This is an optimization exercise on Yosys and OpenROAD, whose aim is small area, not a production implementation.
Where RTL was checked, it was by simulation tests only, not by an equivalence proof against the original.

## middle
Design edgeDetection2, start of the top module:
module edgeDetection2(
    input  logic        clk,
    input  logic        n_rst,
    input  logic        startSignal,
    input  logic [23:0] inputData,
    input  logic        rwError,
    input  logic        readDone,
    input  logic        writeDone,
    output logic [31:0] readAddress,
    output logic [7:0]  outputData,
    output logic        readEnable,
    output logic        writeEnable,
    output logic        outputError
);
Size in the first run: roughly 650 cells after synthesis, ~8200 um^2 of cells after synthesis.
==> module edgeDetection2, before the edit <==
module edgeDetection2(
    input  logic        clk,
    input  logic        n_rst,
    input  logic        startSignal,
    input  logic [23:0] inputData,
    input  logic        rwError,
    input  logic        readDone,
    input  logic        writeDone,
    output logic [31:0] readAddress,
    output logic [7:0]  outputData,
    output logic        readEnable,
    output logic        writeEnable,
    output logic        outputError
);
localparam [2:0] IDLE = 3'd0, GEN = 3'd1, WAITD = 3'd2, STORE = 3'd3,
                 ERR = 3'd4, WRITE = 3'd5;
reg [2:0] state;
wire exec  = (state == GEN);
wire sWait = (state == WAITD);
wire store = (state == STORE);
wire grab  = (state == WAITD) & readDone & ~rwError;
reg  [3:0] cnt;      
reg        np3;      
wire       cntTop = np3 ? (cnt == 4'd3) : (cnt == 4'd9);
always_ff @(posedge clk, negedge n_rst)
    if (!n_rst) state <= IDLE;
    else case (state)
        IDLE:    if (startSignal) state <= GEN;
        GEN:     state <= WAITD;
        WAITD:   if (rwError) state <= ERR; else if (readDone) state <= STORE;
        STORE:   state <= cntTop ? WRITE : GEN;
        WRITE:   if (writeDone) state <= GEN;
        default: state <= state;
    endcase
assign readEnable  = (state == WAITD);
assign writeEnable = (state == WRITE);
assign outputError = (state == ERR);
reg [1:0] row;       
reg [9:0] col;       
reg [8:0] off;       
wire rowWrap = row[1] & row[0];
wire colWrap = col[9] & col[7];
wire offWrap = &{off[8:6], off[4:1]};
reg  np3Pre;
wire colWrapD2 = np3 & ~np3Pre;
wire [9:0] colInc; wire [10:0] colC;
wire [8:0] offInc; wire [9:0] offC;
assign colC[0] = rowWrap;
assign offC[0] = colWrap;
genvar gi;
generate
    for (gi = 0; gi < 10; gi = gi + 1) begin : colIncBit
        ha_u u (.a(col[gi]), .b(colC[gi]), .s(colInc[gi]), .co(colC[gi+1]));
    end
    for (gi = 0; gi < 9; gi = gi + 1) begin : offIncBit
        ha_u u (.a(off[gi]), .b(offC[gi]), .s(offInc[gi]), .co(offC[gi+1]));
    end
endgenerate
always_ff @(posedge clk, negedge n_rst)
    if (!n_rst) begin
        row <= '0; col <= '0; off <= '0;
        np3Pre <= 1'b0; np3 <= 1'b0;
    end else begin
        if (rowWrap) row <= '0; else if (exec) row <= {row[1] ^ row[0], ~row[0]};
        col <= colInc & {10{~colWrap}};
        off <= offInc & {9{~(offWrap & ~(exec | sWait))}};
        np3Pre <= (|col[9:2]) | (col[1] & col[0]);
        np3 <= np3Pre;
    end
wire rowZ  = ~(row[1] | row[0]);
wire colZ  = ~(|col);
wire back  = rowZ & colZ;             
wire [6:0] colLoDec; wire [7:0] colBw;
assign colBw[0] = rowZ;
generate
    for (gi = 0; gi < 7; gi = gi + 1) begin : colDecBit
        assign colLoDec[gi] = col[gi] ^ colBw[gi];
        assign colBw[gi+1]  = ~col[gi] & colBw[gi];
    end
endgenerate
wire [2:0] colHi = back ? 3'd4 : (col[9:7] - {2'd0, colBw[7]});
wire [1:0] k = rowZ ? (back ? 2'd1 : 2'd2) : (row - 2'd1);
wire [11:0] addrHi;
addr_calc addrCalc (.row(k), .off(off), .col(colHi), .hi(addrHi));
assign readAddress = {8'd0, addrHi, colLoDec, 5'd0};
always_ff @(posedge clk, negedge n_rst)
    if (!n_rst) cnt <= '0;
    else if (colWrapD2) cnt <= '0;
    else if (grab) begin
        if (np3 ? (cnt >= 4'd3) : (cnt >= 4'd9)) cnt <= 4'd1;
        else cnt <= cnt + 4'd1;
    end
wire [7:0] grey;
grey_conv greyConv (.inputData(inputData), .g(grey));
reg [7:0] pixel;
always_ff @(posedge clk) pixel <= grey;
reg [7:0] m1, m2, m3, n4, m5, m6, n7, n8, n9;
wire [7:0] npixel = ~pixel;
wire shift3 = np3 & store & (cnt == 4'd1);
wire [9:0] ld;       
assign ld[0] = 1'b0;
generate
    for (gi = 1; gi < 10; gi = gi + 1) begin : ldDec
        assign ld[gi] = ~np3 & (gi == 9 ? (cnt == 4'd9 || cnt == 4'd0) : (cnt == gi));
    end
endgenerate
wire [7:0] m1d, m2d, n4d, m5d, n7d, n8d;
wire h1 = ~(ld[1] | shift3), h2 = ~(ld[4] | shift3), h4 = ~(ld[2] | shift3),
     h5 = ~(ld[5] | shift3), h7 = ~(ld[3] | shift3), h8 = ~(ld[6] | shift3);
generate
    for (gi = 0; gi < 8; gi = gi + 1) begin : winSel
        sel3_u s1 (.a(m1[gi]), .b(m2[gi]),  .c(pixel[gi]),  .sa(h1), .sb(shift3), .sc(ld[1]), .y(m1d[gi]));
        sel3_u s2 (.a(m2[gi]), .b(m3[gi]),  .c(pixel[gi]),  .sa(h2), .sb(shift3), .sc(ld[4]), .y(m2d[gi]));
        sel3n_u s4 (.a(~n4[gi]), .b(m5[gi]), .c(pixel[gi]), .sa(h4), .sb(shift3), .sc(ld[2]), .y(n4d[gi]));
        sel3_u s5 (.a(m5[gi]), .b(m6[gi]),  .c(pixel[gi]),  .sa(h5), .sb(shift3), .sc(ld[5]), .y(m5d[gi]));
        sel3_u s7 (.a(n7[gi]), .b(n8[gi]),  .c(npixel[gi]), .sa(h7), .sb(shift3), .sc(ld[3]), .y(n7d[gi]));
        sel3_u s8 (.a(n8[gi]), .b(n9[gi]),  .c(npixel[gi]), .sa(h8), .sb(shift3), .sc(ld[6]), .y(n8d[gi]));
    end
endgenerate
always_ff @(posedge clk) begin
    m1 <= m1d; m2 <= m2d; n4 <= n4d; m5 <= m5d; n7 <= n7d; n8 <= n8d;
    if (ld[7] | (np3 & store & (cnt == 4'd1))) m3 <= pixel;
    if (ld[8] | (np3 & store & (cnt == 4'd2))) m6 <= pixel;
    if (ld[9] | (np3 & store & (cnt == 4'd3))) n9 <= npixel;
end
wire [7:0] mag;
sobel_mag sobelMag (.m1(m1), .m2(m2), .m3(m3), .n4(n4), .m6(m6), .n7(n7),
                    .n8(n8), .n9(npixel), .outputData(mag));
reg [7:0] outR;
always_ff @(posedge clk) outR <= mag;
assign outputData = outR;
endmodule
clock: 12.0 ns
lec_check: 0
cap_margin: 20
core_margin: 2
core_utilization: 40
slew_margin: 20
synth_hierarchical: 1
standard.sh (not shown) runs the stock make flow with config.mk's settings and CLKGATE_MAP_FILE= SYNTH_SCRIPT=/design/flow/synth_recipe.tcl, a recipe that flattens the netlist after the stock synthesis.
==> flow/flow/run.sh <==
#!/bin/bash
set -e
export BUFFER_PORTS_ARGS="-buffer_cell sky130_fd_sc_hd__buf_1"
export CTS_ARGS="-sink_clustering_enable -repair_clock_nets -dont_use_dummy_load -buf_list sky130_fd_sc_hd__clkbuf_4 -sink_clustering_size 20 -sink_clustering_max_diameter 120"
bash standard.sh > standard.log 2>&1
Changes in north relative to middle:
-- flow/design.v --
<<< middle, line 270
wire [9:0] colInc; wire [10:0] colC;
wire [8:0] offInc; wire [9:0] offC;
assign colC[0] = rowWrap;
assign offC[0] = colWrap;
genvar gi;
generate
>>> north, line 270
wire [9:0] colInc; wire [10:0] colC;
wire [8:0] offInc; wire [9:0] offC;
assign colC[0] = 1'b1;
assign offC[0] = 1'b1;
genvar gi;
generate
<<< middle, line 287
    end else begin
        if (rowWrap) row <= '0; else if (exec) row <= {row[1] ^ row[0], ~row[0]};
        col <= colInc & {10{~colWrap}};
        off <= offInc & {9{~(offWrap & ~(exec | sWait))}};
        np3Pre <= (|col[9:2]) | (col[1] & col[0]);
        np3 <= np3Pre;
>>> north, line 287
    end else begin
        if (rowWrap) row <= '0; else if (exec) row <= {row[1] ^ row[0], ~row[0]};
        if (colWrap) col <= '0; else if (rowWrap) col <= colInc;
        if (offWrap) begin if (!(exec | sWait)) off <= '0; end
        else if (colWrap) off <= offInc;
        np3Pre <= (|col[9:2]) | (col[1] & col[0]);
        np3 <= np3Pre;
<<< middle, line 294
wire rowZ  = ~(row[1] | row[0]);
wire colZ  = ~(|col);
wire back  = rowZ & colZ;             
wire [6:0] colLoDec; wire [7:0] colBw;
>>> north, line 295
wire rowZ  = ~(row[1] | row[0]);
wire colZ  = ~(|col);
wire offZ  = ~(|off);
wire back  = rowZ & colZ;             
wire [6:0] colLoDec; wire [7:0] colBw;
<<< middle, line 305
wire [2:0] colHi = back ? 3'd4 : (col[9:7] - {2'd0, colBw[7]});
wire [1:0] k = rowZ ? (back ? 2'd1 : 2'd2) : (row - 2'd1);
wire [11:0] addrHi;
addr_calc addrCalc (.row(k), .off(off), .col(colHi), .hi(addrHi));
assign readAddress = {8'd0, addrHi, colLoDec, 5'd0};
always_ff @(posedge clk, negedge n_rst)
>>> north, line 307
wire [2:0] colHi = back ? 3'd4 : (col[9:7] - {2'd0, colBw[7]});
wire [1:0] k = rowZ ? (back ? 2'd1 : 2'd2) : (row - 2'd1);
wire [8:0] offR = off | ({9{back & offZ}} & 9'd478);
wire [11:0] addrHi;
addr_calc addrCalc (.row(k), .off(offR), .col(colHi), .hi(addrHi));
assign readAddress = {8'd0, addrHi, colLoDec, 5'd0};
always_ff @(posedge clk, negedge n_rst)
Findings:
Of middle and north, the run reporting the higher net count reported at finish was north. Of the two values seen for capture point of the worst path, outR[7] was produced by north and outR[0] by middle. Compare middle and north | clock network latency to the later pin of the worst-skew pair lower: middle. north completed; timing, DRC and antenna clean. STATUS worst slack at placement: north loses against middle. Area after synthesis delta for north relative to middle: 1.6% higher. The die area number comes out higher for north vs middle. north packs its core tighter than middle.

========
Setup of v10:
Another version of the RTL of edgeDetection2 (not shown whole).
Size in the first run: ~720 cells after synthesis, ~120 flip-flops, roughly 73 I/O pins, roughly 8700 µm² of cells after synthesis.
==> module edgeDetection2, before the edit <==
module edgeDetection2(
    input  logic        clk,
    input  logic        n_rst,
    input  logic        startSignal,
    input  logic [23:0] inputData,
    input  logic        rwError,
    input  logic        readDone,
    input  logic        writeDone,
    output logic [31:0] readAddress,
    output logic [7:0]  outputData,
    output logic        readEnable,
    output logic        writeEnable,
    output logic        outputError
);
localparam [2:0] IDLE = 3'd0, GEN = 3'd1, WAITD = 3'd2, STORE = 3'd3,
                 ERR = 3'd4, WRITE = 3'd5;
reg [2:0] state;
wire exec  = (state == GEN);
wire store = (state == STORE);
wire grab  = (state == WAITD) & readDone & ~rwError;
reg  [3:0] cnt;      
reg        np3;      
wire       cntTop = np3 ? (cnt == 4'd3) : (cnt == 4'd9);
always_ff @(posedge clk, negedge n_rst)
    if (!n_rst) state <= IDLE;
    else case (state)
        IDLE:    if (startSignal) state <= GEN;
        GEN:     state <= WAITD;
        WAITD:   if (rwError) state <= ERR; else if (readDone) state <= STORE;
        STORE:   state <= cntTop ? WRITE : GEN;
        WRITE:   if (writeDone) state <= GEN;
        default: state <= state;
    endcase
assign readEnable  = (state == WAITD);
assign writeEnable = (state == WRITE);
assign outputError = (state == ERR);
reg [1:0] row;       
reg [9:0] col;       
reg [8:0] off;       
wire rowWrap = row[1] & row[0];
wire colWrap = col[9] & col[7];
wire offWrap = &{off[8:6], off[4:1]};
reg  colWrapD1, colWrapD2;
reg  np3Pre;
wire [9:0] colInc; wire [10:0] colC;
wire [8:0] offInc; wire [9:0] offC;
assign colC[0] = 1'b1;
assign offC[0] = 1'b1;
genvar gi;
generate
    for (gi = 0; gi < 10; gi = gi + 1) begin : colIncBit
        ha_u u (.a(col[gi]), .b(colC[gi]), .s(colInc[gi]), .co(colC[gi+1]));
    end
    for (gi = 0; gi < 9; gi = gi + 1) begin : offIncBit
        ha_u u (.a(off[gi]), .b(offC[gi]), .s(offInc[gi]), .co(offC[gi+1]));
    end
endgenerate
always_ff @(posedge clk, negedge n_rst)
    if (!n_rst) begin
        row <= '0; col <= '0; off <= '0;
        colWrapD1 <= 1'b0; colWrapD2 <= 1'b0;
        np3Pre <= 1'b0; np3 <= 1'b0;
    end else begin
        if (rowWrap) row <= '0; else if (exec) row <= {row[1] ^ row[0], ~row[0]};
        if (colWrap) col <= '0; else if (rowWrap) col <= colInc;
        if (offWrap) off <= '0; else if (colWrap) off <= offInc;
        colWrapD1 <= colWrap;
        colWrapD2 <= colWrapD1;
        np3Pre <= (|col[9:2]) | (col[1] & col[0]);
        np3 <= np3Pre;
    end
wire rowZ  = ~(row[1] | row[0]);
wire colZ  = ~(|col);
wire offZ  = ~(|off);
wire back  = rowZ & colZ;             
wire [6:0] colLoDec; wire [7:0] colBw;
assign colBw[0] = rowZ;
generate
    for (gi = 0; gi < 7; gi = gi + 1) begin : colDecBit
        assign colLoDec[gi] = col[gi] ^ colBw[gi];
        assign colBw[gi+1]  = ~col[gi] & colBw[gi];
    end
endgenerate
wire [2:0] colHi = back ? 3'd4 : (col[9:7] - {2'd0, colBw[7]});
wire [1:0] k = rowZ ? (back ? 2'd1 : 2'd2) : (row - 2'd1);
wire [8:0] offR = off | ({9{back & offZ}} & 9'd478);
wire [11:0] addrHi;
addr_calc addrCalc (.row(k), .off(offR), .col(colHi), .hi(addrHi));
assign readAddress = {8'd0, addrHi, colLoDec, 5'd0};
always_ff @(posedge clk, negedge n_rst)
    if (!n_rst) cnt <= '0;
    else if (colWrapD2) cnt <= '0;
    else if (grab) begin
        if (np3 ? (cnt >= 4'd3) : (cnt >= 4'd9)) cnt <= 4'd1;
        else cnt <= cnt + 4'd1;
    end
wire [7:0] grey;
grey_conv greyConv (.inputData(inputData), .g(grey));
reg [7:0] pixel;
always_ff @(posedge clk) pixel <= grey;
reg [7:0] m1, m2, m3, m4, m5, m6, m7, m8, m9;
always_ff @(posedge clk) begin
    if (!np3) begin
        case (cnt)
            4'd1: m1 <= pixel;
            4'd2: m4 <= pixel;
            4'd3: m7 <= pixel;
            4'd4: m2 <= pixel;
            4'd5: m5 <= pixel;
            4'd6: m8 <= pixel;
            4'd7: m3 <= pixel;
            4'd8: m6 <= pixel;
            default: m9 <= pixel;
        endcase
    end else if (store) begin
        if (cnt == 4'd1) begin
            m1 <= m2; m2 <= m3; m3 <= pixel;
            m4 <= m5; m5 <= m6;
            m7 <= m8; m8 <= m9;
        end
        if (cnt == 4'd2) m6 <= pixel;
        if (cnt == 4'd3) m9 <= pixel;
    end
end
wire [7:0] mag;
sobel_mag sobelMag (.m1(m1), .m2(m2), .m3(m3), .m4(m4), .m6(m6), .m7(m7),
                    .m8(m8), .m9(pixel), .outputData(mag));
reg [7:0] outR;
always_ff @(posedge clk) outR <= mag;
assign outputData = outR;
endmodule
make LEC_CHECK=0 CAP_MARGIN=20 CORE_MARGIN=2 CORE_UTILIZATION=40 SLEW_MARGIN=20 SYNTH_HIERARCHICAL=1 finish   # period 12.0 ns
run.sh (not shown) runs the stock make flow with config.mk's settings and CLKGATE_MAP_FILE= SYNTH_SCRIPT=/design/flow/synth_recipe.tcl, a recipe that flattens the netlist after the stock synthesis.
Stock flow here: none of the scripts above is used.
#### Input delta (v39 over v10)
--- a/flow/design.v
+++ b/flow/design.v
@@ -284,26 +284,14 @@
         colWrapD2 <= colWrapD1;
         np3Pre <= (|col[9:2]) | (col[1] & col[0]);
         np3 <= np3Pre;
     end
-wire rowZ  = ~(row[1] | row[0]);
-wire colZ  = ~(|col);
-wire offZ  = ~(|off);
-wire back  = rowZ & colZ;             
-wire [6:0] colLoDec; wire [7:0] colBw;
-assign colBw[0] = rowZ;
-generate
-    for (gi = 0; gi < 7; gi = gi + 1) begin : colDecBit
-        assign colLoDec[gi] = col[gi] ^ colBw[gi];
-        assign colBw[gi+1]  = ~col[gi] & colBw[gi];
-    end
-endgenerate
-wire [2:0] colHi = back ? 3'd4 : (col[9:7] - {2'd0, colBw[7]});
-wire [1:0] k = rowZ ? (back ? 2'd1 : 2'd2) : (row - 2'd1);
-wire [8:0] offR = off | ({9{back & offZ}} & 9'd478);
 wire [11:0] addrHi;
-addr_calc addrCalc (.row(k), .off(offR), .col(colHi), .hi(addrHi));
-assign readAddress = {8'd0, addrHi, colLoDec, 5'd0};
+addr_calc addrCalc (.row(row), .off(off), .col(col[9:7]), .hi(addrHi));
+reg [18:0] addr;
+always_ff @(posedge clk)
+    if (exec) addr <= {addrHi, col[6:0]};
+assign readAddress = {8'd0, addr, 5'd0};
 always_ff @(posedge clk, negedge n_rst)
     if (!n_rst) cnt <= '0;
     else if (colWrapD2) cnt <= '0;
     else if (grab) begin
@@ -337,11 +325,7 @@
         if (cnt == 4'd2) m6 <= pixel;
         if (cnt == 4'd3) m9 <= pixel;
     end
 end
-wire [7:0] mag;
 sobel_mag sobelMag (.m1(m1), .m2(m2), .m3(m3), .m4(m4), .m6(m6), .m7(m7),
-                    .m8(m8), .m9(pixel), .outputData(mag));
-reg [7:0] outR;
-always_ff @(posedge clk) outR <= mag;
-assign outputData = outR;
+                    .m8(m8), .m9(m9), .outputData(outputData));
 endmodule
[summary]
v39: all stages done; final checks FAILED (setup timing). v10 finished every stage and its layout cleared the timing, design-rule and antenna checks. Relative to v10, the area of the die measured on v39 has increased slightly. v10 → v39: global-route usage over all layers comparable, wire length now larger, final area now larger. The met1 track demand over resource number comes out higher for v10 vs v39. v39 leaves less setup margin than v10. Of v39 and v10, v10 shows the higher cell count after synthesis, with v39 below it. Post-synthesis simple-gate area fraction, v39 and v10, higher one = v10. Taking v10 as the reference point, the biggest cell delay along the critical path of v39 falls by 0.09 ns.
The RTL of v10 was laid out without a check of its function.

separate check: timing with driven ports:
No port has a modelled driver above. Below, the same layouts with a new extraction and two added sets of constraints.
Step 1 assumes that a clkbuf_16 drives the clock port and a buf_2 every other input.
Step 2 adds t to the input delays and takes it off the output delays; t is the mean of the earliest and latest rising clock arrival at the registers after step 1. Input paths then give back, and output paths get back, about the clock's delay inside the block.
Slacks: ideal ports / drivers / drivers and shift; pairs: ideal ports / drivers.
| run | t (ns) | setup slack, ns | worst hold slack (ns) | slew at the worst register clock pin (ns) | worst data-port slew with drivers (ns) |
|---|---|---|---|---|---|
| middle | 0.524 | 1.226 / 1.226 / 1.226 | 0.426 / 0.426 / 0.426 | 0.10 / 0.10 | 0.04 |
| north | 0.541 | 1.218 / 1.218 / 1.218 | 0.430 / 0.430 / 0.430 | 0.11 / 0.11 | 0.03 |
| v10 | 0.459 | 1.086 / 1.086 / 1.086 | 0.348 / 0.348 / 0.348 | 0.06 / 0.06 | 0.03 |
| v39 | 0.453 | -0.546 / -0.590 / -0.137 | 0.356 / 0.356 / 0.356 | 0.06 / 0.06 | 0.03 |
